Source: an optimization exercise on an open RTL-to-GDS flow (aim: small area, a short achievable clock period and few clock cycles). Production flows keep margins and buffers that such runs may drop.
At most, simulation tests tie the RTL to the original design; equivalence was not proved.
Power and IR drop assume default switching activity.

// conv_top
module conv_top
  #(
    parameter integer C_S00_AXIS_TDATA_WIDTH = 32
  )
  (
    input wire CLK,
    input wire RESETN,
    output wire S_AXIS_TREADY,
    input wire [C_S00_AXIS_TDATA_WIDTH-1 : 0] S_AXIS_TDATA,
    input wire [(C_S00_AXIS_TDATA_WIDTH/8)-1 : 0] S_AXIS_TKEEP,
    input wire S_AXIS_TUSER,
    input wire S_AXIS_TLAST,
    input wire S_AXIS_TVALID,
    input wire M_AXIS_TREADY,
    output wire M_AXIS_TUSER,
    output wire [C_S00_AXIS_TDATA_WIDTH-1 : 0] M_AXIS_TDATA,
    output wire [(C_S00_AXIS_TDATA_WIDTH/8)-1 : 0] M_AXIS_TKEEP,
    output wire M_AXIS_TLAST,
    output wire M_AXIS_TVALID,
    input wire [31:0] PADDR,
    input wire PSEL,
    input wire PENABLE,
    input wire PWRITE,
    input wire [31:0] PWDATA,
    output wire PSLVERR,
    output wire PREADY,
    output wire [31:0] PRDATA,
    output wire [13:0] MEM_ADDR,
    output wire [31:0] MEM_WDATA,
    output wire MEM_EN,
    output wire MEM_WE,
    input wire [31:0] MEM_RDATA
  );
clock: 10.0 ns
lec_check: 0
cap_margin: 20
core_margin: 2
core_utilization: 40
setup_slack_margin: 5
slew_margin: 20
standard.sh (not shown) runs the stock make flow with config.mk's settings and CLKGATE_MAP_FILE= SYNTH_SCRIPT=/design/flow/synth_recipe.tcl, a recipe that flattens the netlist after the stock synthesis.
==> flow/flow/run.sh <==
#!/bin/bash
# The standard layout, with ORFS's timing repair aiming further below the
# fixed 10 ns clock (the clock and constraints are unchanged).
set -euo pipefail
bash standard.sh SETUP_SLACK_MARGIN=7.0 finish > flow_make.log 2>&1
Then changed:
--- a/flow/flow/run.sh
+++ b/flow/flow/run.sh
@@ -4,2 +4,2 @@
 set -euo pipefail
-bash standard.sh SETUP_SLACK_MARGIN=7.0 finish > flow_make.log 2>&1
+bash standard.sh SETUP_SLACK_MARGIN=6.5 finish > flow_make.log 2>&1
The new run ran to the end with no violations.
Via count fell by 3.8%.
Count of clock-buffer cells in the layout fell by 7.
Routed wire length fell by 1.7%.
Core utilization fell by 2.9 points.
Flip-flop and latch count does not change.
No run of this note included a check of the RTL's function; only the layout flow was run.

* * *

## v26
conv_top, a different RTL version from the one above (not shown whole).
Size: ~3500 cells after synthesis, roughly 260 I/O pins, roughly 36000 um2 of cells after synthesis.
clock: 10.0 ns
lec_check: 0
cap_margin: 20
core_margin: 2
core_utilization: 40
cts_buf_list: sky130_fd_sc_hd__clkbuf_4 sky130_fd_sc_hd__clkbuf_8
setup_slack_margin: 5
slew_margin: 20
==> flow/flow/run.sh <==
#!/bin/bash
# The standard layout, with ORFS's timing repair aiming further below the
# fixed 10 ns clock (the clock and constraints are unchanged).
set -euo pipefail
bash standard.sh SETUP_SLACK_MARGIN=6.5 finish > flow_make.log 2>&1
Testbench counts of v26, summed over its fixed seeds: cycles 10,530.
Changes in v17 relative to v26:
- a deleted CTS_BUF_LIST that had been sky130_fd_sc_hd__clkbuf_4 sky130_fd_sc_hd__clkbuf_8
[summary]
Looking at master of the slowest instance on the critical path, the fa_2 result is from v17; the nand2_1 one comes from v26. Delta (v17 minus v26): critical path depth has increased, worst hold slack after final layout shows a reduction of 13 ps. Routed length on met1, v26 and v17, higher one = v26. Sort v26 and v17 by worst endpoint required time, descending, and v17 comes first. Between v17 and v26, it is v17 whose power consumption is higher, by 0.15 mW. Cmp v17 vs v26: final critical-path share of the clock period lower in v17. Comparing v17 with v26, the global-route usage came out essentially unchanged. A endpoint of the worst setup timing path of u_conv_module.sc0[10] is what v17 shows, while u_conv_module.rptr[1] belongs to v26. For clock distribution power, dividing the value from v26 by the value from v17 gives 0.946.
Relative to v17, the following input files were edited for v33:
- an added PLACE_DENSITY of 0.75
- Looking at the reports, v33 completed the entire flow and the layout it produced met the timing, design-rule and antenna checks.
- For v33, the launch point of the worst path was u_conv_module.wt[7], unlike v17, where it was u_conv_module.wt[4].
- Critical path required time in v33 is 80 ps higher than in v17
- Looking at area added between synthesis and finish, v33 sits 0.26 points below v17.
- On final instance count without filler cells, v17 tracks v33 almost exactly.
- Against v17, v33 reports a transition time at the pin with the least slew margin that is lower.
- Diff v33..v17 | CTS clock-pin slew for the worst setup and hold paths | negligible
- Re critical path depth: no difference whatsoever between v17 and v33.
- Overall power consumption ended up 0.97% lower on v33 than on v17.
- Delay of the slowest cell on the worst path, v17 and v33, higher one = v33.

* * *

conv_top, a different RTL version from the one above (not shown whole).
For scale: roughly 600 flip-flops, ~260 I/O pins, roughly 35000 µm² of cells after synthesis.
clock: 10.0 ns
lec_check: 0
cap_margin: 20
core_margin: 2
core_utilization: 30
setup_slack_margin: 5
slew_margin: 20
Scripts as last shown in full above: flow/flow/run.sh
The starting point finished with timing, DRC and antenna clean.
Testbench counts at the start, summed over its fixed seeds: cycles 10,440.
Next try:
==> flow/run.sh (new file) <==
#!/bin/bash
# synth_recipe.tcl (not shown) runs the flow's synth.tcl, then flattens the netlist and writes it again
# the make line also repeats each setting of config.mk as NAME=value (left out here)
make -C /OpenROAD-flow-scripts/flow DESIGN_CONFIG=/design/flow/config.mk WORK_HOME=/design/flow/orfs CLKGATE_MAP_FILE= SYNTH_SCRIPT=/design/flow/synth_recipe.tcl finish
Settings changed: CORE_UTILIZATION 30 to 40.
removed: flow/flow/run.sh
removed: flow/standard.sh
=> The new run passed the timing, design-rule and antenna checks; clock skew is higher by 0.022 ns; total power is lower slightly; routed wire length is lower by roughly a tenth; core utilization is higher by 10 points; final area is lower by a few percent; maximum frequency is lower by about a fifth; cell count is lower by a little under a tenth; sequential share of layout area is higher by 0.68 points; worst hold slack got worse by 0.025 ns.
Next try:
==> flow/flow/run.sh (new file) <==
#!/bin/bash
# The standard layout, with ORFS's timing repair aiming further below the
# fixed 10 ns clock (the clock and constraints are unchanged).
set -euo pipefail
bash standard.sh SETUP_SLACK_MARGIN=6.8 finish > flow_make.log 2>&1
==> flow/standard.sh (new file) <==
#!/bin/bash
# synth_recipe.tcl (not shown) runs the flow's synth.tcl, then flattens the netlist and writes it again
# the make line also repeats each setting of config.mk as NAME=value (left out here)
make -C /OpenROAD-flow-scripts/flow DESIGN_CONFIG=/design/flow/config.mk WORK_HOME=/design/flow/orfs CLKGATE_MAP_FILE= SYNTH_SCRIPT=/design/flow/synth_recipe.tcl "${@:-finish}"
removed: flow/run.sh
- The changed run produced a clean layout
- first-iteration DRC count decreases by about 3%
- sequential power hardly moves
- critical path depth increases by 2
- non-clock buffer count increases by 119

* * *

ember:
conv_top again, from the RTL that the note above started with.
==> flow/design.v (excerpt) <==
module conv_top
  #(
    parameter integer C_S00_AXIS_TDATA_WIDTH = 32
  )
  (
    input wire CLK,
    input wire RESETN,
    output wire S_AXIS_TREADY,
    input wire [C_S00_AXIS_TDATA_WIDTH-1 : 0] S_AXIS_TDATA,
    input wire [(C_S00_AXIS_TDATA_WIDTH/8)-1 : 0] S_AXIS_TKEEP,
    input wire S_AXIS_TUSER,
    input wire S_AXIS_TLAST,
    input wire S_AXIS_TVALID,
    input wire M_AXIS_TREADY,
    output wire M_AXIS_TUSER,
    output wire [C_S00_AXIS_TDATA_WIDTH-1 : 0] M_AXIS_TDATA,
    output wire [(C_S00_AXIS_TDATA_WIDTH/8)-1 : 0] M_AXIS_TKEEP,
    output wire M_AXIS_TLAST,
    output wire M_AXIS_TVALID,
    input wire [31:0] PADDR,
    input wire PSEL,
    input wire PENABLE,
    input wire PWRITE,
    input wire [31:0] PWDATA,
    output wire PSLVERR,
    output wire PREADY,
    output wire [31:0] PRDATA,
    output wire [13:0] MEM_ADDR,
    output wire [31:0] MEM_WDATA,
    output wire MEM_EN,
    output wire MEM_WE,
    input wire [31:0] MEM_RDATA
  );
  assign PREADY  = 1'b1;
  assign PSLVERR = 1'b0;
  assign M_AXIS_TUSER = 1'b0;
  assign M_AXIS_TKEEP = 4'hF;
  wire       cmd_wr;
  wire [4:0] ic, oc;
  wire       fl8;
  wire       f_done, b_done, r_done, t_done;
  wire       prdata0;
  assign PRDATA = {31'd0, prdata0};
  conv_apb u_conv_apb (
    .clk(CLK), .rstn(RESETN),
    .paddr(PADDR[15:0]), .psel(PSEL), .penable(PENABLE), .pwrite(PWRITE), .pwdata(PWDATA),
    .prdata0(prdata0),
  ...
clock: 10.0 ns
lec_check: 0
cap_margin: 20
core_margin: 2
core_utilization: 40
setup_slack_margin: 5
slew_margin: 20
==> flow/flow/run.sh <==
#!/bin/bash
# The standard layout, with ORFS's timing repair aiming further below the
# fixed 10 ns clock (the clock and constraints are unchanged).
set -euo pipefail
bash standard.sh SETUP_SLACK_MARGIN=6.5 finish > flow_make.log 2>&1
ember reached the end of the flow, and the finished layout is clean on the timing, design-rule and antenna checks.
Testbench counts of ember, summed over its fixed seeds: cycles 10,440.
--- input diff ember..nickel ---
-- flow/flow/run.sh --
<<< ember, line 4
set -euo pipefail
bash standard.sh SETUP_SLACK_MARGIN=6.5 finish > flow_make.log 2>&1
>>> nickel, line 4
set -euo pipefail
bash standard.sh SETUP_SLACK_MARGIN=6.0 finish > flow_make.log 2>&1
## What came out
Taking ember as the reference point, the worst setup slack of nickel falls by 400 ps. nickel against ember: clock share of power up 0.2 points, clock latency reported for the late side of the worst-skew pair level.

* * *

conv_top, a different RTL version from the one above (not shown whole).
For scale: roughly 3,400 cells after synthesis, roughly 260 I/O pins.
clock: 10.0 ns
lec_check: 0
cap_margin: 20
core_margin: 2
core_utilization: 40
setup_slack_margin: 5
slew_margin: 20
==> flow/flow/run.sh <==
#!/bin/bash
# The standard layout, with ORFS's timing repair aiming further below the
# fixed 10 ns clock (the clock and constraints are unchanged).
set -euo pipefail
bash standard.sh SETUP_SLACK_MARGIN=6.5 finish > flow_make.log 2>&1
The first run ran to the end with no violations.
Testbench counts at the start, summed over its fixed seeds: cycles 10,602.
Then changed:
==> flow/run.sh (new file) <==
#!/bin/bash
# synth_recipe.tcl (not shown) runs the flow's synth.tcl, then flattens the netlist and writes it again
# the make line also repeats each setting of config.mk as NAME=value (left out here)
make -C /OpenROAD-flow-scripts/flow DESIGN_CONFIG=/design/flow/config.mk WORK_HOME=/design/flow/orfs CLKGATE_MAP_FILE= SYNTH_SCRIPT=/design/flow/synth_recipe.tcl finish
removed: flow/flow/run.sh
removed: flow/standard.sh
Via count hardly moves.
Wire length came out lower by 0.52%.
Fmax came out lower by 15%.
Power hardly moves.

* * *

== harbor ==
Another version of the RTL of conv_top (not shown whole).
Size in the first run: ~3,500 cells after synthesis, ~560 flip-flops, about 260 I/O pins, about 0.035 mm² of cells after synthesis.
## conv_top
module conv_top
  #(
    parameter integer C_S00_AXIS_TDATA_WIDTH = 32
  )
  (
    input wire CLK,
    input wire RESETN,
    output wire S_AXIS_TREADY,
    input wire [C_S00_AXIS_TDATA_WIDTH-1 : 0] S_AXIS_TDATA,
    input wire [(C_S00_AXIS_TDATA_WIDTH/8)-1 : 0] S_AXIS_TKEEP,
    input wire S_AXIS_TUSER,
    input wire S_AXIS_TLAST,
    input wire S_AXIS_TVALID,
    input wire M_AXIS_TREADY,
    output wire M_AXIS_TUSER,
    output wire [C_S00_AXIS_TDATA_WIDTH-1 : 0] M_AXIS_TDATA,
    output wire [(C_S00_AXIS_TDATA_WIDTH/8)-1 : 0] M_AXIS_TKEEP,
    output wire M_AXIS_TLAST,
    output wire M_AXIS_TVALID,
    input wire [31:0] PADDR,
    input wire PSEL,
    input wire PENABLE,
    input wire PWRITE,
    input wire [31:0] PWDATA,
    output wire PSLVERR,
    output wire PREADY,
    output wire [31:0] PRDATA,
    output wire [13:0] MEM_ADDR,
    output wire [31:0] MEM_WDATA,
    output wire MEM_EN,
    output wire MEM_WE,
    input wire [31:0] MEM_RDATA
  );
export LEC_CHECK = 0
export CAP_MARGIN = 20
export CORE_MARGIN = 2
export CORE_UTILIZATION = 40
export SETUP_SLACK_MARGIN = 5
export SLEW_MARGIN = 20
create_clock -name core_clock -period 10.0 [get_ports {CLK}]
==> flow/flow/run.sh <==
#!/bin/bash
# The standard layout, with ORFS's timing repair aiming further below the
# fixed 10 ns clock (the clock and constraints are unchanged).
set -euo pipefail
bash standard.sh SETUP_SLACK_MARGIN=6.5 finish > flow_make.log 2>&1
harbor | status: complete | timing, DRC, antenna: pass
Inputs modified between harbor and violet:
==> flow/run.sh (new file) <==
#!/bin/bash
# synth_recipe.tcl (not shown) runs the flow's synth.tcl, then flattens the netlist and writes it again
# the make line also repeats each setting of config.mk as NAME=value (left out here)
make -C /OpenROAD-flow-scripts/flow DESIGN_CONFIG=/design/flow/config.mk WORK_HOME=/design/flow/orfs CLKGATE_MAP_FILE= SYNTH_SCRIPT=/design/flow/synth_recipe.tcl finish
removed: flow/flow/run.sh
removed: flow/standard.sh
Notes after the runs:
Looking at the reports, violet completed the entire flow and the layout it produced met the timing, design-rule and antenna checks.
violet gives less total power than harbor did.
Setup WNS harbor -> violet: worse
Die outline area: harbor vs violet, no meaningful difference
From harbor to violet the numbers moved as follows: sequential cell area share now sits higher; proportion of power drawn by the clock network went up 2.1 points; post-cts sizing count fell by 224.
No run of this note included a check of the RTL's function; only the layout flow was run.

[static timing again, ports no longer ideal]
The flow's constraints put no driver on any port. The routed layouts listed below were extracted and timed again, unchanged, in two steps. Step 1, drivers: a clkbuf_16 drives CLK and a buf_2 each remaining input, both assumed. Step 2 times the ports against the registers' clock, not the clock port: input delays grow and output delays shrink by t, the midpoint of the rising clock arrivals with the driver on. Slacks: ideal ports / drivers / drivers and shift; pairs: ideal ports / drivers.
run	t (ns)	setup WS [ns]	latest minus earliest clock arrival (ns)
the first run of note 1	0.708	6.656 / 6.584 / 6.202	0.059 / 0.058
the second run of note 1	0.695	6.515 / 6.467 / 5.940	0.049 / 0.050
v26	0.785	6.453 / 6.467 / 5.691	0.085 / 0.085
v17	0.689	6.490 / 6.485 / 5.874	0.073 / 0.072
v33	0.657	6.506 / 6.494 / 5.999	0.055 / 0.055
the first run of note 3	0.682	6.482 / 6.438 / 5.931	0.041 / 0.041
the second run of note 3	0.666	5.682 / 5.682 / 5.499	0.060 / 0.060
the third run of note 3	0.669	6.477 / 6.477 / 6.219	0.042 / 0.042
ember	0.675	6.493 / 6.453 / 5.969	0.026 / 0.026
nickel	0.667	6.094 / 6.094 / 5.539	0.062 / 0.062
the first run of note 5	0.674	6.246 / 6.246 / 5.905	0.040 / 0.040
the second run of note 5	0.677	5.601 / 5.633 / 4.955	0.041 / 0.041
harbor	0.711	5.871 / 5.871 / 5.815	0.084 / 0.083
violet	0.688	5.333 / 5.333 / 5.049	0.042 / 0.042
After both steps every run listed still meets setup and hold. The setup slack of v26, which loses most, moves by +0.014 ns with the drivers and by -0.762 ns with both steps.
